From an optimization exercise on the open Yosys and OpenROAD flow, aimed at small area; shortcuts taken in it are not production practice.
The RTL was checked by simulation tests, not by an equivalence proof against the original design.

## config.mk

```make
export PLATFORM = sky130hd
export DESIGN_NAME = top
export DESIGN_NICKNAME = top
export VERILOG_FILES = /design/flow/design.v
export SDC_FILE = /design/flow/constraint.sdc
export NUM_CORES = 4
export LEC_CHECK = 0
export ABC_AREA = 1
export CAP_MARGIN = 20
export CORE_MARGIN = 2
export CORE_UTILIZATION = 60
export GPL_TIMING_DRIVEN = 0
export SLEW_MARGIN = 20
export SYNTH_HIERARCHICAL = 1
export SYNTH_MINIMUM_KEEP_SIZE = 0
```

## constraint.sdc

```tcl
create_clock -name core_clock -period 8.0 [get_ports {clk}]
set_input_delay 1.6000 -clock core_clock [delete_from_list [all_inputs] [get_ports {clk}]]
set_output_delay 1.6000 -clock core_clock [all_outputs]
set_load 0.01 [all_outputs]
```

## design.v

```verilog
`timescale 1ns / 1ps
module top(
    input         clk,
    input         rst,
    input  [26:0] freq_config,
    input  [26:0] phas_config,
    output reg [13:0] S
    );
    reg [26:0] T;
    reg        tc;
    wire [26:0] a = T & {27{~rst}};
    wire        am = tc & ~rst;
    wire s0, c1;
    hadd us0 (.a(a[0]), .b(freq_config[0]), .s(s0), .co(c1));
    wire s2, c3;
    fadd us2 (.a(a[1]), .b(freq_config[1]), .c(c1), .s(s2), .co(c3));
    wire s4, c5;
    fadd us4 (.a(a[2]), .b(freq_config[2]), .c(c3), .s(s4), .co(c5));
    wire s6, c7;
    fadd us6 (.a(a[3]), .b(freq_config[3]), .c(c5), .s(s6), .co(c7));
    wire s8, c9;
    fadd us8 (.a(a[4]), .b(freq_config[4]), .c(c7), .s(s8), .co(c9));
    wire s10, c11;
    fadd us10 (.a(a[5]), .b(freq_config[5]), .c(c9), .s(s10), .co(c11));
    wire s12, c13;
    fadd us12 (.a(a[6]), .b(freq_config[6]), .c(c11), .s(s12), .co(c13));
    wire s14, c15;
    fadd us14 (.a(a[7]), .b(freq_config[7]), .c(c13), .s(s14), .co(c15));
    wire s16, c17;
    fadd us16 (.a(a[8]), .b(freq_config[8]), .c(c15), .s(s16), .co(c17));
    wire s18, c19;
    fadd us18 (.a(a[9]), .b(freq_config[9]), .c(c17), .s(s18), .co(c19));
    wire s20, c21;
    fadd us20 (.a(a[10]), .b(freq_config[10]), .c(c19), .s(s20), .co(c21));
    wire s22, c23;
    fadd us22 (.a(a[11]), .b(freq_config[11]), .c(c21), .s(s22), .co(c23));
    wire s24, c25;
    fadd us24 (.a(a[12]), .b(freq_config[12]), .c(c23), .s(s24), .co(c25));
    wire s26, c27;
    fadd us26 (.a(a[13]), .b(freq_config[13]), .c(c25), .s(s26), .co(c27));
    wire s28, c29;
    fadd us28 (.a(a[14]), .b(freq_config[14]), .c(am), .s(s28), .co(c29));
    wire s30, c31;
    fadd us30 (.a(a[15]), .b(freq_config[15]), .c(c29), .s(s30), .co(c31));
    wire s32, c33;
    fadd us32 (.a(a[16]), .b(freq_config[16]), .c(c31), .s(s32), .co(c33));
    wire s34, c35;
    fadd us34 (.a(a[17]), .b(freq_config[17]), .c(c33), .s(s34), .co(c35));
    wire s36, c37;
    fadd us36 (.a(a[18]), .b(freq_config[18]), .c(c35), .s(s36), .co(c37));
    wire s38, c39;
    fadd us38 (.a(a[19]), .b(freq_config[19]), .c(c37), .s(s38), .co(c39));
    wire s40, c41;
    fadd us40 (.a(a[20]), .b(freq_config[20]), .c(c39), .s(s40), .co(c41));
    wire s42, c43;
    fadd us42 (.a(a[21]), .b(freq_config[21]), .c(c41), .s(s42), .co(c43));
    wire s44, c45;
    fadd us44 (.a(a[22]), .b(freq_config[22]), .c(c43), .s(s44), .co(c45));
    wire s46, c47;
    fadd us46 (.a(a[23]), .b(freq_config[23]), .c(c45), .s(s46), .co(c47));
    wire s48, c49;
    fadd us48 (.a(a[24]), .b(freq_config[24]), .c(c47), .s(s48), .co(c49));
    wire s50, c51;
    fadd us50 (.a(a[25]), .b(freq_config[25]), .c(c49), .s(s50), .co(c51));
    wire s52 = a[26] ^ freq_config[26] ^ c51;
    always @(posedge clk) begin
        T  <= {s52, s50, s48, s46, s44, s42, s40, s38, s36, s34, s32, s30, s28, s26, s24, s22, s20, s18, s16, s14, s12, s10, s8, s6, s4, s2, s0};
        tc <= c27;
    end
    wire s53, c54;
    hadd us53 (.a(a[14]), .b(am), .s(s53), .co(c54));
    wire s55, c56;
    hadd us55 (.a(a[15]), .b(c54), .s(s55), .co(c56));
    wire s57, c58;
    hadd us57 (.a(a[16]), .b(c56), .s(s57), .co(c58));
    wire s59, c60;
    hadd us59 (.a(a[17]), .b(c58), .s(s59), .co(c60));
    wire s61, c62;
    hadd us61 (.a(a[18]), .b(c60), .s(s61), .co(c62));
    wire s63, c64;
    fadd us63 (.a(a[19]), .b(phas_config[19]), .c(c62), .s(s63), .co(c64));
    wire s65, c66;
    fadd us65 (.a(a[20]), .b(phas_config[20]), .c(c64), .s(s65), .co(c66));
    wire s67, c68;
    fadd us67 (.a(a[21]), .b(phas_config[21]), .c(c66), .s(s67), .co(c68));
    wire s69, c70;
    fadd us69 (.a(a[22]), .b(phas_config[22]), .c(c68), .s(s69), .co(c70));
    wire s71, c72;
    fadd us71 (.a(a[23]), .b(phas_config[23]), .c(c70), .s(s71), .co(c72));
    wire s73, c74;
    fadd us73 (.a(a[24]), .b(phas_config[24]), .c(c72), .s(s73), .co(c74));
    wire s75, c76;
    fadd us75 (.a(a[25]), .b(phas_config[25]), .c(c74), .s(s75), .co(c76));
    wire s77 = a[26] ^ phas_config[26] ^ c76;
    reg [7:0] z0;
    always @(posedge clk) z0 <= {s77, s75, s73, s71, s69, s67, s65, s63};
    wire c78 = a[0] & phas_config[0];
    wire c79 = (a[1] & phas_config[1]) | (c78 & (a[1] | phas_config[1]));
    wire c80 = (a[2] & phas_config[2]) | (c79 & (a[2] | phas_config[2]));
    wire c81 = (a[3] & phas_config[3]) | (c80 & (a[3] | phas_config[3]));
    wire c82 = (a[4] & phas_config[4]) | (c81 & (a[4] | phas_config[4]));
    wire c83 = (a[5] & phas_config[5]) | (c82 & (a[5] | phas_config[5]));
    wire c84 = (a[6] & phas_config[6]) | (c83 & (a[6] | phas_config[6]));
    wire c85 = (a[7] & phas_config[7]) | (c84 & (a[7] | phas_config[7]));
    wire c86 = (a[8] & phas_config[8]) | (c85 & (a[8] | phas_config[8]));
    wire c87 = (a[9] & phas_config[9]) | (c86 & (a[9] | phas_config[9]));
    wire c88 = (a[10] & phas_config[10]) | (c87 & (a[10] | phas_config[10]));
    wire c89 = (a[11] & phas_config[11]) | (c88 & (a[11] | phas_config[11]));
    wire c90 = (a[12] & phas_config[12]) | (c89 & (a[12] | phas_config[12]));
    wire c91 = (a[13] & phas_config[13]) | (c90 & (a[13] | phas_config[13]));
    wire c92 = (s53 & phas_config[14]) | (c91 & (s53 | phas_config[14]));
    wire c93 = (s55 & phas_config[15]) | (c92 & (s55 | phas_config[15]));
    wire c94 = (s57 & phas_config[16]) | (c93 & (s57 | phas_config[16]));
    wire c95 = (s59 & phas_config[17]) | (c94 & (s59 | phas_config[17]));
    wire c96 = (s61 & phas_config[18]) | (c95 & (s61 | phas_config[18]));
    reg k0;
    always @(posedge clk) k0 <= c96;
    wire k97 = k0;
    wire s98, c99;
    hadd us98 (.a(z0[0]), .b(k97), .s(s98), .co(c99));
    wire s100, c101;
    hadd us100 (.a(z0[1]), .b(c99), .s(s100), .co(c101));
    wire s102, c103;
    hadd us102 (.a(z0[2]), .b(c101), .s(s102), .co(c103));
    wire s104, c105;
    hadd us104 (.a(z0[3]), .b(c103), .s(s104), .co(c105));
    wire s106, c107;
    hadd us106 (.a(z0[4]), .b(c105), .s(s106), .co(c107));
    wire s108, c109;
    hadd us108 (.a(z0[5]), .b(c107), .s(s108), .co(c109));
    wire s110, c111;
    hadd us110 (.a(z0[6]), .b(c109), .s(s110), .co(c111));
    wire s112 = z0[7] ^ c111;
    reg [7:0] ph1, ph2, ph3;
    reg [4:0] v4;       
    reg       f4;       
    reg       sa4, sb4;  
    always @(posedge clk) begin
        ph1 <= {s112, s110, s108, s106, s104, s102, s100, s98};
        ph2 <= ph1;
        ph3 <= ph2;
        f4  <= ph3[5] ^ ph3[6];
        v4  <= ph3[4:0] ^ {5{ph3[5] ^ ph3[6]}} ^ {5{ph3[6]}};
        sa4 <= (ph3[5] ^ ph3[6]) ? (ph3[7] ^ ph3[6]) : ph3[7];
        sb4 <= (ph3[5] ^ ph3[6]) ? ph3[7] : (ph3[7] ^ ph3[6]);
    end
    reg        rd;
    reg [13:0] ci;
    reg [13:2] cqh;
    wire [13:0] cq = {cqh, ci[1] ^ ci[0], ci[0]};
    wire s113 = ~ci[0];
    wire s114 = ~(ci[1] ^ ci[0]);
    wire c115 = ci[1] | ci[0];
    wire s116, c117;
    hadd us116 (.a(ci[2]), .b(c115), .s(s116), .co(c117));
    wire s118 = ~(ci[3] ^ c117);
    wire c119 = ci[3] | c117;
    wire s120, c121;
    hadd us120 (.a(ci[4]), .b(c119), .s(s120), .co(c121));
    wire s122, c123;
    hadd us122 (.a(ci[5]), .b(c121), .s(s122), .co(c123));
    wire s124, c125;
    hadd us124 (.a(ci[6]), .b(c123), .s(s124), .co(c125));
    wire s126, c127;
    hadd us126 (.a(ci[7]), .b(c125), .s(s126), .co(c127));
    wire s128, c129;
    hadd us128 (.a(ci[8]), .b(c127), .s(s128), .co(c129));
    wire s130, c131;
    hadd us130 (.a(ci[9]), .b(c129), .s(s130), .co(c131));
    wire s132, c133;
    hadd us132 (.a(ci[10]), .b(c131), .s(s132), .co(c133));
    wire s134, c135;
    hadd us134 (.a(ci[11]), .b(c133), .s(s134), .co(c135));
    wire s136, c137;
    hadd us136 (.a(ci[12]), .b(c135), .s(s136), .co(c137));
    wire s138, c139;
    hadd us138 (.a(ci[13]), .b(c137), .s(s138), .co(c139));
    wire s140 = ~cq[0];
    wire s141, c142;
    hadd us141 (.a(cq[1]), .b(cq[0]), .s(s141), .co(c142));
    wire s143 = ~(cq[2] ^ c142);
    wire c144 = cq[2] | c142;
    wire s145 = ~(cq[3] ^ c144);
    wire c146 = cq[3] | c144;
    wire s147, c148;
    hadd us147 (.a(cq[4]), .b(c146), .s(s147), .co(c148));
    wire s149, c150;
    hadd us149 (.a(cq[5]), .b(c148), .s(s149), .co(c150));
    wire s151, c152;
    hadd us151 (.a(cq[6]), .b(c150), .s(s151), .co(c152));
    wire s153, c154;
    hadd us153 (.a(cq[7]), .b(c152), .s(s153), .co(c154));
    wire s155, c156;
    hadd us155 (.a(cq[8]), .b(c154), .s(s155), .co(c156));
    wire s157, c158;
    hadd us157 (.a(cq[9]), .b(c156), .s(s157), .co(c158));
    wire s159, c160;
    hadd us159 (.a(cq[10]), .b(c158), .s(s159), .co(c160));
    wire s161, c162;
    hadd us161 (.a(cq[11]), .b(c160), .s(s161), .co(c162));
    wire s163, c164;
    hadd us163 (.a(cq[12]), .b(c162), .s(s163), .co(c164));
    wire s165, c166;
    hadd us165 (.a(cq[13]), .b(c164), .s(s165), .co(c166));
    always @(posedge clk) begin
        rd <= rst;
        ci <= {s138, s136, s134, s132, s130, s128, s126, s124, s122, s120, s118, s116, s114, s113} & {14{~rd}};
        cqh <= {s165, s163, s161, s159, s157, s155, s153, s151, s149, s147, s145, s143} & {12{~rd}};
    end
    wire [3:0] ta_one, ta_two, ta_neg, tb_one, tb_two, tb_neg;
    wire ta_none0;
    assign ta_one[0] = ~ta_none0;
    wire ta_none1;
    assign ta_one[1] = ~ta_none1;
    wire ta_none2;
    assign ta_one[2] = ~ta_none2;
    wire ta_none3;
    assign ta_one[3] = ~ta_none3;
    wire ta_ntwo0;
    assign ta_two[0] = ~ta_ntwo0;
    wire ta_ntwo1;
    assign ta_two[1] = ~ta_ntwo1;
    wire ta_ntwo2;
    assign ta_two[2] = ~ta_ntwo2;
    assign ta_two[3] = 1'b0;
    assign ta_neg[3] = 1'b0;
    wire tb_none0;
    assign tb_one[0] = ~tb_none0;
    wire tb_none1;
    assign tb_one[1] = ~tb_none1;
    wire tb_none2;
    assign tb_one[2] = ~tb_none2;
    assign tb_one[3] = 1'b0;
    wire tb_ntwo0;
    assign tb_two[0] = ~tb_ntwo0;
    wire tb_ntwo1;
    assign tb_two[1] = ~tb_ntwo1;
    wire tb_ntwo2;
    assign tb_two[2] = ~tb_ntwo2;
    assign tb_two[3] = 1'b1;
    assign tb_neg[3] = 1'b0;
    hlut ut(.v(v4), .ta_none0(ta_none0), .ta_none1(ta_none1), .ta_none2(ta_none2), .ta_none3(ta_none3), .ta_ntwo0(ta_ntwo0), .ta_ntwo1(ta_ntwo1), .ta_ntwo2(ta_ntwo2), .ta_neg0(ta_neg[0]), .ta_neg1(ta_neg[1]), .ta_neg2(ta_neg[2]), .tb_none0(tb_none0), .tb_none1(tb_none1), .tb_none2(tb_none2), .tb_ntwo0(tb_ntwo0), .tb_ntwo1(tb_ntwo1), .tb_ntwo2(tb_ntwo2), .tb_neg0(tb_neg[0]), .tb_neg1(tb_neg[1]), .tb_neg2(tb_neg[2]));
    wire [13:0] ca = f4 ? ci : cq;
    wire [13:0] cb = f4 ? cq : ci;
    wire g167 = ta_neg[0] ^ sa4;
    wire p168 = ((ta_one[0] & ca[0])) ^ g167;
    wire p169 = ((ta_one[0] & ca[1]) | (ta_two[0] & ca[0])) ^ g167;
    wire p170 = ((ta_one[0] & ca[2]) | (ta_two[0] & ca[1])) ^ g167;
    wire p171 = ((ta_one[0] & ca[3]) | (ta_two[0] & ca[2])) ^ g167;
    wire p172 = ((ta_one[0] & ca[4]) | (ta_two[0] & ca[3])) ^ g167;
    wire p173 = ((ta_one[0] & ca[5]) | (ta_two[0] & ca[4])) ^ g167;
    wire p174 = ((ta_one[0] & ca[6]) | (ta_two[0] & ca[5])) ^ g167;
    wire p175 = ((ta_one[0] & ca[7]) | (ta_two[0] & ca[6])) ^ g167;
    wire p176 = ((ta_one[0] & ca[8]) | (ta_two[0] & ca[7])) ^ g167;
    wire p177 = ((ta_one[0] & ca[9]) | (ta_two[0] & ca[8])) ^ g167;
    wire p178 = ((ta_one[0] & ca[10]) | (ta_two[0] & ca[9])) ^ g167;
    wire p179 = ((ta_one[0] & ca[11]) | (ta_two[0] & ca[10])) ^ g167;
    wire p180 = ((ta_one[0] & ca[12]) | (ta_two[0] & ca[11])) ^ g167;
    wire p181 = ((ta_one[0] & ca[13]) | (ta_two[0] & ca[12])) ^ g167;
    wire p182 = ((ta_two[0] & ca[13])) ^ g167;
    wire g183 = ~g167;
    wire g184 = ta_neg[1] ^ sa4;
    wire p185 = ((ta_one[1] & ca[0])) ^ g184;
    wire p186 = ((ta_one[1] & ca[1]) | (ta_two[1] & ca[0])) ^ g184;
    wire p187 = ((ta_one[1] & ca[2]) | (ta_two[1] & ca[1])) ^ g184;
    wire p188 = ((ta_one[1] & ca[3]) | (ta_two[1] & ca[2])) ^ g184;
    wire p189 = ((ta_one[1] & ca[4]) | (ta_two[1] & ca[3])) ^ g184;
    wire p190 = ((ta_one[1] & ca[5]) | (ta_two[1] & ca[4])) ^ g184;
    wire p191 = ((ta_one[1] & ca[6]) | (ta_two[1] & ca[5])) ^ g184;
    wire p192 = ((ta_one[1] & ca[7]) | (ta_two[1] & ca[6])) ^ g184;
    wire p193 = ((ta_one[1] & ca[8]) | (ta_two[1] & ca[7])) ^ g184;
    wire p194 = ((ta_one[1] & ca[9]) | (ta_two[1] & ca[8])) ^ g184;
    wire p195 = ((ta_one[1] & ca[10]) | (ta_two[1] & ca[9])) ^ g184;
    wire p196 = ((ta_one[1] & ca[11]) | (ta_two[1] & ca[10])) ^ g184;
    wire p197 = ((ta_one[1] & ca[12]) | (ta_two[1] & ca[11])) ^ g184;
    wire p198 = ((ta_one[1] & ca[13]) | (ta_two[1] & ca[12])) ^ g184;
    wire p199 = ((ta_two[1] & ca[13])) ^ g184;
    wire g200 = ~g184;
    wire g201 = ta_neg[2] ^ sa4;
    wire p202 = ((ta_one[2] & ca[0])) ^ g201;
    wire p203 = ((ta_one[2] & ca[1]) | (ta_two[2] & ca[0])) ^ g201;
    wire p204 = ((ta_one[2] & ca[2]) | (ta_two[2] & ca[1])) ^ g201;
    wire p205 = ((ta_one[2] & ca[3]) | (ta_two[2] & ca[2])) ^ g201;
    wire p206 = ((ta_one[2] & ca[4]) | (ta_two[2] & ca[3])) ^ g201;
    wire p207 = ((ta_one[2] & ca[5]) | (ta_two[2] & ca[4])) ^ g201;
    wire p208 = ((ta_one[2] & ca[6]) | (ta_two[2] & ca[5])) ^ g201;
    wire p209 = ((ta_one[2] & ca[7]) | (ta_two[2] & ca[6])) ^ g201;
    wire p210 = ((ta_one[2] & ca[8]) | (ta_two[2] & ca[7])) ^ g201;
    wire p211 = ((ta_one[2] & ca[9]) | (ta_two[2] & ca[8])) ^ g201;
    wire p212 = ((ta_one[2] & ca[10]) | (ta_two[2] & ca[9])) ^ g201;
    wire p213 = ((ta_one[2] & ca[11]) | (ta_two[2] & ca[10])) ^ g201;
    wire p214 = ((ta_one[2] & ca[12]) | (ta_two[2] & ca[11])) ^ g201;
    wire p215 = ((ta_one[2] & ca[13]) | (ta_two[2] & ca[12])) ^ g201;
    wire p216 = ((ta_two[2] & ca[13])) ^ g201;
    wire g217 = ~g201;
    wire g218 = ta_neg[3] ^ sa4;
    wire p219 = ((ta_one[3] & ca[0])) ^ g218;
    wire p220 = ((ta_one[3] & ca[1]) | (ta_two[3] & ca[0])) ^ g218;
    wire p221 = ((ta_one[3] & ca[2]) | (ta_two[3] & ca[1])) ^ g218;
    wire p222 = ((ta_one[3] & ca[3]) | (ta_two[3] & ca[2])) ^ g218;
    wire p223 = ((ta_one[3] & ca[4]) | (ta_two[3] & ca[3])) ^ g218;
    wire p224 = ((ta_one[3] & ca[5]) | (ta_two[3] & ca[4])) ^ g218;
    wire p225 = ((ta_one[3] & ca[6]) | (ta_two[3] & ca[5])) ^ g218;
    wire p226 = ((ta_one[3] & ca[7]) | (ta_two[3] & ca[6])) ^ g218;
    wire p227 = ((ta_one[3] & ca[8]) | (ta_two[3] & ca[7])) ^ g218;
    wire p228 = ((ta_one[3] & ca[9]) | (ta_two[3] & ca[8])) ^ g218;
    wire p229 = ((ta_one[3] & ca[10]) | (ta_two[3] & ca[9])) ^ g218;
    wire p230 = ((ta_one[3] & ca[11]) | (ta_two[3] & ca[10])) ^ g218;
    wire p231 = ((ta_one[3] & ca[12]) | (ta_two[3] & ca[11])) ^ g218;
    wire p232 = ((ta_one[3] & ca[13]) | (ta_two[3] & ca[12])) ^ g218;
    wire p233 = ((ta_two[3] & ca[13])) ^ g218;
    wire g234 = ~g218;
    wire g235 = tb_neg[0] ^ sb4;
    wire p236 = ((tb_one[0] & cb[0])) ^ g235;
    wire p237 = ((tb_one[0] & cb[1]) | (tb_two[0] & cb[0])) ^ g235;
    wire p238 = ((tb_one[0] & cb[2]) | (tb_two[0] & cb[1])) ^ g235;
    wire p239 = ((tb_one[0] & cb[3]) | (tb_two[0] & cb[2])) ^ g235;
    wire p240 = ((tb_one[0] & cb[4]) | (tb_two[0] & cb[3])) ^ g235;
    wire p241 = ((tb_one[0] & cb[5]) | (tb_two[0] & cb[4])) ^ g235;
    wire p242 = ((tb_one[0] & cb[6]) | (tb_two[0] & cb[5])) ^ g235;
    wire p243 = ((tb_one[0] & cb[7]) | (tb_two[0] & cb[6])) ^ g235;
    wire p244 = ((tb_one[0] & cb[8]) | (tb_two[0] & cb[7])) ^ g235;
    wire p245 = ((tb_one[0] & cb[9]) | (tb_two[0] & cb[8])) ^ g235;
    wire p246 = ((tb_one[0] & cb[10]) | (tb_two[0] & cb[9])) ^ g235;
    wire p247 = ((tb_one[0] & cb[11]) | (tb_two[0] & cb[10])) ^ g235;
    wire p248 = ((tb_one[0] & cb[12]) | (tb_two[0] & cb[11])) ^ g235;
    wire p249 = ((tb_one[0] & cb[13]) | (tb_two[0] & cb[12])) ^ g235;
    wire p250 = ((tb_two[0] & cb[13])) ^ g235;
    wire g251 = ~g235;
    wire g252 = tb_neg[1] ^ sb4;
    wire p253 = ((tb_one[1] & cb[0])) ^ g252;
    wire p254 = ((tb_one[1] & cb[1]) | (tb_two[1] & cb[0])) ^ g252;
    wire p255 = ((tb_one[1] & cb[2]) | (tb_two[1] & cb[1])) ^ g252;
    wire p256 = ((tb_one[1] & cb[3]) | (tb_two[1] & cb[2])) ^ g252;
    wire p257 = ((tb_one[1] & cb[4]) | (tb_two[1] & cb[3])) ^ g252;
    wire p258 = ((tb_one[1] & cb[5]) | (tb_two[1] & cb[4])) ^ g252;
    wire p259 = ((tb_one[1] & cb[6]) | (tb_two[1] & cb[5])) ^ g252;
    wire p260 = ((tb_one[1] & cb[7]) | (tb_two[1] & cb[6])) ^ g252;
    wire p261 = ((tb_one[1] & cb[8]) | (tb_two[1] & cb[7])) ^ g252;
    wire p262 = ((tb_one[1] & cb[9]) | (tb_two[1] & cb[8])) ^ g252;
    wire p263 = ((tb_one[1] & cb[10]) | (tb_two[1] & cb[9])) ^ g252;
    wire p264 = ((tb_one[1] & cb[11]) | (tb_two[1] & cb[10])) ^ g252;
    wire p265 = ((tb_one[1] & cb[12]) | (tb_two[1] & cb[11])) ^ g252;
    wire p266 = ((tb_one[1] & cb[13]) | (tb_two[1] & cb[12])) ^ g252;
    wire p267 = ((tb_two[1] & cb[13])) ^ g252;
    wire g268 = ~g252;
    wire g269 = tb_neg[2] ^ sb4;
    wire p270 = ((tb_one[2] & cb[0])) ^ g269;
    wire p271 = ((tb_one[2] & cb[1]) | (tb_two[2] & cb[0])) ^ g269;
    wire p272 = ((tb_one[2] & cb[2]) | (tb_two[2] & cb[1])) ^ g269;
    wire p273 = ((tb_one[2] & cb[3]) | (tb_two[2] & cb[2])) ^ g269;
    wire p274 = ((tb_one[2] & cb[4]) | (tb_two[2] & cb[3])) ^ g269;
    wire p275 = ((tb_one[2] & cb[5]) | (tb_two[2] & cb[4])) ^ g269;
    wire p276 = ((tb_one[2] & cb[6]) | (tb_two[2] & cb[5])) ^ g269;
    wire p277 = ((tb_one[2] & cb[7]) | (tb_two[2] & cb[6])) ^ g269;
    wire p278 = ((tb_one[2] & cb[8]) | (tb_two[2] & cb[7])) ^ g269;
    wire p279 = ((tb_one[2] & cb[9]) | (tb_two[2] & cb[8])) ^ g269;
    wire p280 = ((tb_one[2] & cb[10]) | (tb_two[2] & cb[9])) ^ g269;
    wire p281 = ((tb_one[2] & cb[11]) | (tb_two[2] & cb[10])) ^ g269;
    wire p282 = ((tb_one[2] & cb[12]) | (tb_two[2] & cb[11])) ^ g269;
    wire p283 = ((tb_one[2] & cb[13]) | (tb_two[2] & cb[12])) ^ g269;
    wire p284 = ((tb_two[2] & cb[13])) ^ g269;
    wire g285 = ~g269;
    wire g286 = tb_neg[3] ^ sb4;
    wire p287 = ((tb_one[3] & cb[0])) ^ g286;
    wire p288 = ((tb_one[3] & cb[1]) | (tb_two[3] & cb[0])) ^ g286;
    wire p289 = ((tb_one[3] & cb[2]) | (tb_two[3] & cb[1])) ^ g286;
    wire p290 = ((tb_one[3] & cb[3]) | (tb_two[3] & cb[2])) ^ g286;
    wire p291 = ((tb_one[3] & cb[4]) | (tb_two[3] & cb[3])) ^ g286;
    wire p292 = ((tb_one[3] & cb[5]) | (tb_two[3] & cb[4])) ^ g286;
    wire p293 = ((tb_one[3] & cb[6]) | (tb_two[3] & cb[5])) ^ g286;
    wire p294 = ((tb_one[3] & cb[7]) | (tb_two[3] & cb[6])) ^ g286;
    wire p295 = ((tb_one[3] & cb[8]) | (tb_two[3] & cb[7])) ^ g286;
    wire p296 = ((tb_one[3] & cb[9]) | (tb_two[3] & cb[8])) ^ g286;
    wire p297 = ((tb_one[3] & cb[10]) | (tb_two[3] & cb[9])) ^ g286;
    wire p298 = ((tb_one[3] & cb[11]) | (tb_two[3] & cb[10])) ^ g286;
    wire p299 = ((tb_one[3] & cb[12]) | (tb_two[3] & cb[11])) ^ g286;
    wire p300 = ((tb_one[3] & cb[13]) | (tb_two[3] & cb[12])) ^ g286;
    wire p301 = ((tb_two[3] & cb[13])) ^ g286;
    wire g302 = ~g286;
    wire s303, c304;
    hadd us303 (.a(g184), .b(p170), .s(s303), .co(c304));
    wire s305, c306;
    hadd us305 (.a(p171), .b(p186), .s(s305), .co(c306));
    wire s307, c308;
    fadd us307 (.a(g201), .b(p172), .c(p187), .s(s307), .co(c308));
    wire s309, c310;
    hadd us309 (.a(p202), .b(c306), .s(s309), .co(c310));
    wire s311, c312;
    fadd us311 (.a(p173), .b(p188), .c(p203), .s(s311), .co(c312));
    wire s313, c314;
    hadd us313 (.a(c308), .b(s311), .s(s313), .co(c314));
    wire s315, c316;
    fadd us315 (.a(g218), .b(p174), .c(p189), .s(s315), .co(c316));
    wire s317, c318;
    fadd us317 (.a(p204), .b(p219), .c(c312), .s(s317), .co(c318));
    wire s319, c320;
    hadd us319 (.a(s315), .b(c314), .s(s319), .co(c320));
    wire s321, c322;
    fadd us321 (.a(p175), .b(p190), .c(p205), .s(s321), .co(c322));
    wire s323, c324;
    fadd us323 (.a(p220), .b(c316), .c(s321), .s(s323), .co(c324));
    wire s325, c326;
    hadd us325 (.a(c318), .b(s323), .s(s325), .co(c326));
    wire s327, c328;
    fadd us327 (.a(p176), .b(p191), .c(p206), .s(s327), .co(c328));
    wire s329, c330;
    fadd us329 (.a(p221), .b(c322), .c(s327), .s(s329), .co(c330));
    wire s331, c332;
    hadd us331 (.a(c324), .b(s329), .s(s331), .co(c332));
    wire lg333 = g167 & p168;
    wire lg334 = p169 & 1'b0;
    wire lg335 = p185 & s303;
    wire lg336 = c304 & s305;
    wire lg337 = s307 & s309;
    wire lg338 = c310 & s313;
    wire lg339 = s317 & s319;
    wire lg340 = c320 & s325;
    wire lg341 = c326 & s331;
    wire lt342 = g167 | p168;
    wire lt343 = p169 | 1'b0;
    wire lt344 = p185 | s303;
    wire lt345 = c304 | s305;
    wire lt346 = s307 | s309;
    wire lt347 = c310 | s313;
    wire lt348 = s317 | s319;
    wire lt349 = c320 | s325;
    wire lt350 = c326 | s331;
    wire lg351 = lg334 | (lt343 & lg333);
    wire lt352 = lt343 & lt342;
    wire lg353 = lg336 | (lt345 & lg335);
    wire lt354 = lt345 & lt344;
    wire lg355 = lg338 | (lt347 & lg337);
    wire lt356 = lt347 & lt346;
    wire lg357 = lg340 | (lt349 & lg339);
    wire lt358 = lt349 & lt348;
    wire lg359 = lg353 | (lt354 & lg351);
    wire lt360 = lt354 & lt352;
    wire lg361 = lg357 | (lt358 & lg355);
    wire lt362 = lt358 & lt356;
    wire lg363 = lg361 | (lt362 & lg359);
    wire lt364 = lt362 & lt360;
    wire lg365 = lg341 | (lt350 & lg363);
    wire lt366 = lt350 & lt364;
    wire s367, c368;
    hadd us367 (.a(g252), .b(p238), .s(s367), .co(c368));
    wire s369, c370;
    hadd us369 (.a(p239), .b(p254), .s(s369), .co(c370));
    wire s371, c372;
    fadd us371 (.a(g269), .b(p240), .c(p255), .s(s371), .co(c372));
    wire s373, c374;
    hadd us373 (.a(p270), .b(c370), .s(s373), .co(c374));
    wire s375, c376;
    fadd us375 (.a(p241), .b(p256), .c(p271), .s(s375), .co(c376));
    wire s377, c378;
    hadd us377 (.a(c372), .b(s375), .s(s377), .co(c378));
    wire s379, c380;
    fadd us379 (.a(g286), .b(p242), .c(p257), .s(s379), .co(c380));
    wire s381, c382;
    fadd us381 (.a(p272), .b(p287), .c(c376), .s(s381), .co(c382));
    wire s383, c384;
    hadd us383 (.a(s379), .b(c378), .s(s383), .co(c384));
    wire s385, c386;
    fadd us385 (.a(p243), .b(p258), .c(p273), .s(s385), .co(c386));
    wire s387, c388;
    fadd us387 (.a(p288), .b(c380), .c(s385), .s(s387), .co(c388));
    wire s389, c390;
    hadd us389 (.a(c382), .b(s387), .s(s389), .co(c390));
    wire s391, c392;
    fadd us391 (.a(p244), .b(p259), .c(p274), .s(s391), .co(c392));
    wire s393, c394;
    fadd us393 (.a(p289), .b(c386), .c(s391), .s(s393), .co(c394));
    wire s395, c396;
    hadd us395 (.a(c388), .b(s393), .s(s395), .co(c396));
    wire lg397 = g235 & p236;
    wire lg398 = p237 & 1'b0;
    wire lg399 = p253 & s367;
    wire lg400 = c368 & s369;
    wire lg401 = s371 & s373;
    wire lg402 = c374 & s377;
    wire lg403 = s381 & s383;
    wire lg404 = c384 & s389;
    wire lg405 = c390 & s395;
    wire lt406 = g235 | p236;
    wire lt407 = p237 | 1'b0;
    wire lt408 = p253 | s367;
    wire lt409 = c368 | s369;
    wire lt410 = s371 | s373;
    wire lt411 = c374 | s377;
    wire lt412 = s381 | s383;
    wire lt413 = c384 | s389;
    wire lt414 = c390 | s395;
    wire lg415 = lg398 | (lt407 & lg397);
    wire lt416 = lt407 & lt406;
    wire lg417 = lg400 | (lt409 & lg399);
    wire lt418 = lt409 & lt408;
    wire lg419 = lg402 | (lt411 & lg401);
    wire lt420 = lt411 & lt410;
    wire lg421 = lg404 | (lt413 & lg403);
    wire lt422 = lt413 & lt412;
    wire lg423 = lg417 | (lt418 & lg415);
    wire lt424 = lt418 & lt416;
    wire lg425 = lg421 | (lt422 & lg419);
    wire lt426 = lt422 & lt420;
    wire lg427 = lg425 | (lt426 & lg423);
    wire lt428 = lt426 & lt424;
    wire lg429 = lg405 | (lt414 & lg427);
    wire lt430 = lt414 & lt428;
    wire s431, c432;
    fadd us431 (.a(p177), .b(p192), .c(p207), .s(s431), .co(c432));
    wire s433, c434;
    fadd us433 (.a(p222), .b(p245), .c(p260), .s(s433), .co(c434));
    wire s435, c436;
    fadd us435 (.a(p275), .b(p290), .c(c328), .s(s435), .co(c436));
    wire s437, c438;
    fadd us437 (.a(c392), .b(s431), .c(s433), .s(s437), .co(c438));
    wire s439, c440;
    fadd us439 (.a(c330), .b(c394), .c(s435), .s(s439), .co(c440));
    wire s441, c442;
    fadd us441 (.a(s437), .b(c332), .c(c396), .s(s441), .co(c442));
    wire s443, c444;
    hadd us443 (.a(s439), .b(s441), .s(s443), .co(c444));
    wire s445, c446;
    fadd us445 (.a(p178), .b(p193), .c(p208), .s(s445), .co(c446));
    wire s447, c448;
    fadd us447 (.a(p223), .b(p246), .c(p261), .s(s447), .co(c448));
    wire s449, c450;
    fadd us449 (.a(p276), .b(p291), .c(c432), .s(s449), .co(c450));
    wire s451, c452;
    fadd us451 (.a(c434), .b(s445), .c(s447), .s(s451), .co(c452));
    wire s453, c454;
    fadd us453 (.a(c436), .b(c438), .c(s449), .s(s453), .co(c454));
    wire s455, c456;
    fadd us455 (.a(s451), .b(c440), .c(s453), .s(s455), .co(c456));
    wire s457, c458;
    hadd us457 (.a(c442), .b(s455), .s(s457), .co(c458));
    wire s459, c460;
    fadd us459 (.a(p179), .b(p194), .c(p209), .s(s459), .co(c460));
    wire s461, c462;
    fadd us461 (.a(p224), .b(p247), .c(p262), .s(s461), .co(c462));
    wire s463, c464;
    fadd us463 (.a(p277), .b(p292), .c(c446), .s(s463), .co(c464));
    wire s465, c466;
    fadd us465 (.a(c448), .b(s459), .c(s461), .s(s465), .co(c466));
    wire s467, c468;
    fadd us467 (.a(c450), .b(c452), .c(s463), .s(s467), .co(c468));
    wire s469, c470;
    fadd us469 (.a(s465), .b(c454), .c(s467), .s(s469), .co(c470));
    wire s471, c472;
    hadd us471 (.a(c456), .b(s469), .s(s471), .co(c472));
    wire s473, c474;
    fadd us473 (.a(p180), .b(p195), .c(p210), .s(s473), .co(c474));
    wire s475, c476;
    fadd us475 (.a(p225), .b(p248), .c(p263), .s(s475), .co(c476));
    wire s477, c478;
    fadd us477 (.a(p278), .b(p293), .c(c460), .s(s477), .co(c478));
    wire s479, c480;
    fadd us479 (.a(c462), .b(s473), .c(s475), .s(s479), .co(c480));
    wire s481, c482;
    fadd us481 (.a(c464), .b(c466), .c(s477), .s(s481), .co(c482));
    wire s483, c484;
    fadd us483 (.a(s479), .b(c468), .c(s481), .s(s483), .co(c484));
    wire s485, c486;
    hadd us485 (.a(c470), .b(s483), .s(s485), .co(c486));
    wire s487, c488;
    fadd us487 (.a(p181), .b(p196), .c(p211), .s(s487), .co(c488));
    wire s489, c490;
    fadd us489 (.a(p226), .b(p249), .c(p264), .s(s489), .co(c490));
    wire s491, c492;
    fadd us491 (.a(p279), .b(p294), .c(c474), .s(s491), .co(c492));
    wire s493, c494;
    fadd us493 (.a(c476), .b(s487), .c(s489), .s(s493), .co(c494));
    wire s495, c496;
    fadd us495 (.a(c478), .b(c480), .c(s491), .s(s495), .co(c496));
    wire s497, c498;
    fadd us497 (.a(s493), .b(c482), .c(s495), .s(s497), .co(c498));
    wire s499, c500;
    hadd us499 (.a(c484), .b(s497), .s(s499), .co(c500));
    wire s501, c502;
    fadd us501 (.a(p182), .b(p197), .c(p212), .s(s501), .co(c502));
    wire s503, c504;
    fadd us503 (.a(p227), .b(p250), .c(p265), .s(s503), .co(c504));
    wire s505, c506;
    fadd us505 (.a(p280), .b(p295), .c(c488), .s(s505), .co(c506));
    wire s507, c508;
    fadd us507 (.a(c490), .b(s501), .c(s503), .s(s507), .co(c508));
    wire s509, c510;
    fadd us509 (.a(c492), .b(c494), .c(s505), .s(s509), .co(c510));
    wire s511, c512;
    fadd us511 (.a(s507), .b(c496), .c(s509), .s(s511), .co(c512));
    wire s513, c514;
    hadd us513 (.a(c498), .b(s511), .s(s513), .co(c514));
    wire s515, c516;
    fadd us515 (.a(g183), .b(g251), .c(p198), .s(s515), .co(c516));
    wire s517, c518;
    fadd us517 (.a(p213), .b(p228), .c(p266), .s(s517), .co(c518));
    wire s519, c520;
    fadd us519 (.a(p281), .b(p296), .c(c502), .s(s519), .co(c520));
    wire s521, c522;
    fadd us521 (.a(c504), .b(s515), .c(s517), .s(s521), .co(c522));
    wire s523, c524;
    fadd us523 (.a(c506), .b(c508), .c(s519), .s(s523), .co(c524));
    wire s525, c526;
    fadd us525 (.a(s521), .b(c510), .c(s523), .s(s525), .co(c526));
    wire s527, c528;
    hadd us527 (.a(c512), .b(s525), .s(s527), .co(c528));
    wire v529 = ~p199;
    wire s530, c531;
    fadd us530 (.a(p214), .b(p229), .c(p267), .s(s530), .co(c531));
    wire s532, c533;
    fadd us532 (.a(p282), .b(p297), .c(v529), .s(s532), .co(c533));
    wire s534, c535;
    fadd us534 (.a(c516), .b(c518), .c(s530), .s(s534), .co(c535));
    wire s536, c537;
    fadd us536 (.a(s532), .b(c520), .c(c522), .s(s536), .co(c537));
    wire s538, c539;
    fadd us538 (.a(s534), .b(c524), .c(s536), .s(s538), .co(c539));
    wire s540, c541;
    hadd us540 (.a(c526), .b(s538), .s(s540), .co(c541));
    wire v542 = ~g200;
    wire s543, c544;
    fadd us543 (.a(g268), .b(v542), .c(p199), .s(s543), .co(c544));
    wire s545, c546;
    fadd us545 (.a(p215), .b(p230), .c(p283), .s(s545), .co(c546));
    wire s547, c548;
    fadd us547 (.a(p298), .b(c531), .c(c533), .s(s547), .co(c548));
    wire s549, c550;
    fadd us549 (.a(s543), .b(s545), .c(c535), .s(s549), .co(c550));
    wire s551, c552;
    fadd us551 (.a(s547), .b(c537), .c(s549), .s(s551), .co(c552));
    wire s553, c554;
    hadd us553 (.a(c539), .b(s551), .s(s553), .co(c554));
    wire s555, c556;
    fadd us555 (.a(g200), .b(p216), .c(p231), .s(s555), .co(c556));
    wire s557, c558;
    fadd us557 (.a(p284), .b(p299), .c(c544), .s(s557), .co(c558));
    wire s559, c560;
    fadd us559 (.a(c546), .b(s555), .c(c548), .s(s559), .co(c560));
    wire s561, c562;
    fadd us561 (.a(s557), .b(c550), .c(s559), .s(s561), .co(c562));
    wire s563, c564;
    hadd us563 (.a(c552), .b(s561), .s(s563), .co(c564));
    wire v565 = ~g217;
    wire s566, c567;
    fadd us566 (.a(g285), .b(v565), .c(p232), .s(s566), .co(c567));
    wire s568, c569;
    fadd us568 (.a(p300), .b(c556), .c(s566), .s(s568), .co(c569));
    wire s570, c571;
    fadd us570 (.a(c558), .b(s568), .c(c560), .s(s570), .co(c571));
    wire s572, c573;
    hadd us572 (.a(c562), .b(s570), .s(s572), .co(c573));
    wire s574, c575;
    fadd us574 (.a(g217), .b(p233), .c(p301), .s(s574), .co(c575));
    wire s576, c577;
    fadd us576 (.a(c567), .b(s574), .c(c569), .s(s576), .co(c577));
    wire s578, c579;
    hadd us578 (.a(s576), .b(c571), .s(s578), .co(c579));
    wire v580 = ~g234;
    wire s581, c582;
    fadd us581 (.a(g302), .b(v580), .c(c575), .s(s581), .co(c582));
    wire s583, c584;
    hadd us583 (.a(s581), .b(c577), .s(s583), .co(c584));
    wire s585, c586;
    hadd us585 (.a(g234), .b(c582), .s(s585), .co(c586));
    wire [14:0] r1 = {s585, s583, s578, s572, c554, c541, c528, c514, c500, c486, c472, c458, c444, s443, 1'b1};
    wire [14:0] r2 = {c584, c579, c573, c564, s563, s553, s540, s527, s513, s499, s485, s471, s457, lg365, lg429};
    wire [14:0] rs;
    assign rs[0] = 1'b0;
    wire s587, c588;
    fadd us587 (.a(r1[1]), .b(r2[1]), .c(r2[0]), .s(s587), .co(c588));
    assign rs[1] = s587;
    wire s589, c590;
    fadd us589 (.a(r1[2]), .b(r2[2]), .c(c588), .s(s589), .co(c590));
    assign rs[2] = s589;
    wire s591, c592;
    fadd us591 (.a(r1[3]), .b(r2[3]), .c(c590), .s(s591), .co(c592));
    assign rs[3] = s591;
    wire [9:0] sg593 = {1'b0, r1[11:4], 1'b1} + {1'b0, r2[11:4], c592};
    assign rs[11:4] = sg593[8:1];
    wire s594, c595;
    fadd us594 (.a(r1[12]), .b(r2[12]), .c(sg593[9]), .s(s594), .co(c595));
    assign rs[12] = s594;
    wire s596, c597;
    fadd us596 (.a(r1[13]), .b(r2[13]), .c(c595), .s(s596), .co(c597));
    assign rs[13] = s596;
    wire s598 = r1[14] ^ r2[14] ^ c597;
    assign rs[14] = s598;
    always @(posedge clk) S <= rs[14:1];
endmodule
module fadd(input a, input b, input c, output s, output co);
    assign s  = a ^ b ^ c;
    assign co = (a & b) | (c & (a ^ b));
endmodule
module hadd(input a, input b, output s, output co);
    assign s  = a ^ b;
    assign co = a & b;
endmodule
module cmaj(input a, input b, input c, output co);
    assign co = (a & b) | (c & (a | b));
endmodule
module hlut(input [4:0] v, output ta_none0, output ta_none1, output ta_none2, output ta_none3, output ta_ntwo0, output ta_ntwo1, output ta_ntwo2, output ta_neg0, output ta_neg1, output ta_neg2, output tb_none0, output tb_none1, output tb_none2, output tb_ntwo0, output tb_ntwo1, output tb_ntwo2, output tb_neg0, output tb_neg1, output tb_neg2);
    assign ta_none0 = 32'h732d5555 >> v;
    assign ta_none1 = 32'h9b25a5a5 >> v;
    assign ta_none2 = 32'h03fc3f03 >> v;
    assign ta_none3 = 32'h00003fff >> v;
    assign ta_ntwo0 = 32'hadf6eeee >> v;
    assign ta_ntwo1 = 32'h7cfbde7b >> v;
    assign ta_ntwo2 = 32'hffffc0ff >> v;
    assign ta_neg0 = 32'h08488888 >> v;
    assign ta_neg1 = 32'h041c431c >> v;
    assign ta_neg2 = 32'h0003c000 >> v;
    assign tb_none0 = 32'h00e4ab30 >> v;
    assign tb_none1 = 32'h33b8f03f >> v;
    assign tb_none2 = 32'hff00afff >> v;
    assign tb_ntwo0 = 32'hff5b77cf >> v;
    assign tb_ntwo1 = 32'hfc7f0fff >> v;
    assign tb_ntwo2 = 32'h00ffffff >> v;
    assign tb_neg0 = 32'haa76cc3f >> v;
    assign tb_neg1 = 32'hc0c8afc0 >> v;
    assign tb_neg2 = 32'hffff7011 >> v;
endmodule
```

## flow/run.sh

```bash
#!/bin/bash
# The standard layout (the standard.sh), with three changes:
#  - the port buffers are the smallest buffer, sky130_fd_sc_hd__buf_1;
#  - clock tree synthesis inserts no dummy loads;
#  - the buffers that synthesis inserted are removed at floorplan
#    (REMOVE_ABC_BUFFERS), since placement is not timing driven
#    (GPL_TIMING_DRIVEN 0 in config.mk) and so does not remove them itself.
# The make output goes to standard_flow.log; each ORFS step keeps its own log
# under orfs/logs.
set -euo pipefail
bash standard.sh \
  'BUFFER_PORTS_ARGS=-buffer_cell sky130_fd_sc_hd__buf_1' \
  'CTS_ARGS=-sink_clustering_enable -repair_clock_nets -dont_use_dummy_load' \
  REMOVE_ABC_BUFFERS=1 \
  finish > standard_flow.log 2>&1
```

## standard.sh

```bash
#!/bin/bash
# synth_recipe.tcl (not shown) runs the flow's synth.tcl, then flattens the netlist and writes it again
# the make line also repeats each setting of config.mk as NAME=value (left out here)
make -C /OpenROAD-flow-scripts/flow DESIGN_CONFIG=/design/flow/config.mk WORK_HOME=/design/flow/orfs CLKGATE_MAP_FILE= SYNTH_SCRIPT=/design/flow/synth_recipe.tcl "${@:-finish}"
```

==> impl_metrics.json <==
{
  "fin_nets": 1322,
  "routed_wirelength_mm": 17.8,
  "gp_congestion": 0.878,
  "antenna_found_initial": 0,
  "min_from": "ph2[4]",
  "io_pins": 70,
  "clock_latency_ns": 0.35,
  "synthTopCellsByArea": "fa_1 25%, dfxtp_1 23%, xor2_1 12%",
  "synth_area_um2": 9410,
  "timing.rr.start": "v4[0]",
  "finalHoldViolations": 0,
  "syn_inst": 1022,
  "status": "timing/DRC/antenna clean",
  "ys_ff_latch": 110,
  "grt_pass1_wl_mm": 30.2,
  "diodes": 0,
  "grt_setup_unrepaired": "false",
  "firstDrtPassIters": 4,
  "tritoncts": "yes",
  "crit_arrival_ns": 7.82,
  "ctsHoldBuffers": 0,
  "yosysSeqAreaShare_pct": 23.4,
  "tightest_slew_ns": 0.853,
  "path_clk_slew_ns": 0.06,
  "yosysMostFrequentCell": "xor2_1",
  "areaGrowthSynthToFinish_pct": 7.38,
  "clock_sinks": 110,
  "critPathLaunch": "v4[0]",
  "drt_iter0_markers": 295,
  "final_util_pct": 66.2,
  "ctsLongestPathBuffers": 2,
  "start_util_pct": 61.7,
  "via_count": 6687,
  "core-area_um2": 15300,
  "path_class": "reg2reg",
  "grt_usage_pct": 22.8,
  "dp_hpwl_mm": 14.5,
  "fin_setup_tns_ns": 0,
  "synth_ff_type": "dfxtp_1",
  "drv_slew": 0,
  "ys_async_sr_fraction_pct": 0,
  "layout-drive-gt1-share_pct": 5.06,
  "synthTopCellsByCount": "126 x xor2_1, 116 x fa_1, 114 x inv_1, 110 x dfxtp_1, 101 x nor2_1",
  "timing.hold.ws_ns": 0.325,
  "yosys.area.top_type": "fa_1",
  "min_period_over_period_pct": 95.0,
  "fin_area_um2": 10100,
  "required_ns": 8.22,
  "clock.fmax_mhz": 132,
  "die_w_um": 129,
  "post-route-min-period_ns": 7.60,
  "wire_per_inst_um": 13.9,
  "multiInputGateArea_um2": 6620,
  "vias_per_cell": 5.23,
  "avgSynthCellArea_um2": 9.21,
  "seqCellArea_um2": 2200,
  "fillerInstances": 1313,
  "grt_pass1_vias": 6552,
  "synth_edf_count": 0,
  "ant_nets": 0,
  "yosysWarnings": 7,
  "cts_buffers": 9,
  "grt_max_degree": 53,
  "relSlewSlack_pct": 43.1,
  "setup_viol": 0,
  "cp-end-kind": "flop",
  "cts-root-buf": "clkbuf_16",
  "cp_max_fo": 14,
  "overflow": 0,
  "synth.distinct_cells": 37,
  "min_path_type": "reg2reg",
  "fin_worst_skew_ns": 0.0255,
  "cts_max_level": 3,
  "maxCapViolCount": 0,
  "row_count": 45,
  "crit_path_start_kind": "flop",
  "synth_top_area_share_pct": 24.7,
  "io_buffers": 69,
  "drc": 0,
  "die_h_um": 129,
  "placed_cell_area_um2": 9760,
  "die_area_um2": 16700
}
[per-module statistics from Yosys, one instance, submodules excluded]
module	copies in the design	cell area, µm²	cells
fadd	115	20.0	1
hadd	63	12.5	1
hlut	1	519	103
top	1	5800	741
[critical path, cell delays in order (launching register included)]
cell	delay (ns)
dfxtp_1	0.49
inv_1	0.17
ha_1	0.30
nand2_1	0.12
o21ai_0	0.12
xnor2_1	0.52
inv_4	0.22
xor2_1	0.23
fa_1	0.61
fa_1	0.43
ha_1	0.22
fa_1	0.46
ha_1	0.31
fa_1	0.45
fa_1	0.39
fa_1	0.41
nand3_1	0.08
nand2_1	0.08
a21oi_1	0.14
inv_1	0.05
a21oi_1	0.18
o21ai_0	0.11
a21oi_1	0.20
o21ai_0	0.11
a21o_1	0.17
fa_1	0.37
fa_1	0.38
xnor2_1	0.13
[layer usage]
layer	global-route usage (%)	routed length (µm)	up-vias
met4	6.71	397	0
met2	38.8	8460	163
met5	0	0	-
met3	3.96	782	19
met1	29.9	8160	3128
li1	-	-	3377
[logic make-up (layout without fill, tap and decap cells)]
logic type | Yosys count | in the layout | share of synthesized area, %
AOI/OAI and AO/OA | 167 | 167 | 10.5
adders and majority gates | 196 | 196 | 35.3
DFF | 110 | 110 | 23.4
and+or+nand+nor | 240 | 240 | 10.3
xor gates and xnor gates | 145 | 145 | 13.5
buffers and inverters | 164 | 210 | 6.97
[flip-flops by register name, summed over array words and instances (netlist names), 5 cells and up]
register and count:
ci 14, ph3 8, ph1 8, ph2 8, cqh 12, v4 5
z0 8, S 14, T 27
[per-stage QoR]
| stage | setup WS [ns] | instances |
|---|---|---|
| 6_report | 0.401 | 1279 |
| 4_1_cts | 0.0139 | 1272 |
| 2_1_floorplan | 0.636 | 982 |
| 3_3_place_gp | -0.397 | 1262 |
| 5_1_grt | 0.00494 | 1279 |
| 3_5_place_dp | -0.455 | 1263 |
[timing repair]
item | in CTS | in global routing
setup endpoints to repair | 3 | 2
resized for setup | 4 | 10
buffers inserted | 0 | 6
pin swaps | 0 | 3
[worst paths after layout]
path                               end  slack [ns]  cells past startpoint
worst max-delay path             S[13]        0.40                     27
worst min-delay path            ph3[4]        0.33                      0
worst max register to register   S[13]        0.40                     27
worst min register to register  ph3[4]        0.33                      0
[final cells by class]
cell class,count,share of cell area (%)
timing repair buffer,77,3.15
clock buffer,9,2.23
tap,211,2.61
sequential,110,21.8
multi-input combinational,748,65.5
inverter,124,4.66
[cells in the final DEF (no fill, tap or decap), types with 2 or more instances in the layout]
cell type  Yosys  routed
a21oi_1       34      31
a21oi_2        0       3
a31oi_1        2       2
and2_1         2       2
buf_1          2      68
buf_2         17       2
buf_4          1       7
clkbuf_16      0       9
dfxtp_1      110     108
dfxtp_2        0       2
fa_1         116     116
ha_1          80      80
inv_1        114     114
inv_2          7       7
inv_4          0       2
nand2_1      100      98
nand2_2        0       2
nand3_1       20      20
nor2_1       101     101
nor3_1         4       4
o211ai_1       6       6
o21ai_0       19      18
o21ai_1       17      17
o21ai_2        1       2
o21bai_1       2       2
o22ai_1       79      78
or2_2          9       9
xnor2_1       19      14
xnor2_2        0       5
xor2_1       126     126

## what the ideal ports hide
In the flow no input, the clock included, has a driving cell. The finished layout below was timed again as built, in two steps. Step 1: set_driving_cell puts a clkbuf_16 on clk and a buf_2 on each other input, an assumption about the parent block. Step 2 times the ports against the registers' clock, not the clock port: input delays grow and output delays shrink by t, the midpoint of the rising clock arrivals with the driver on. a / b / c = ideal / step 1 / step 2; a / b = the first two.
shift t [ns]: 0.382
slack for setup (ns): 0.401 / 0.401 / 0.278
slew at the worst register clock pin (ns): 0.08 / 0.08
After both steps setup and hold are still met in this run. The setup slack of this run moves by 0.000 ns with the drivers and by -0.123 ns with both steps.
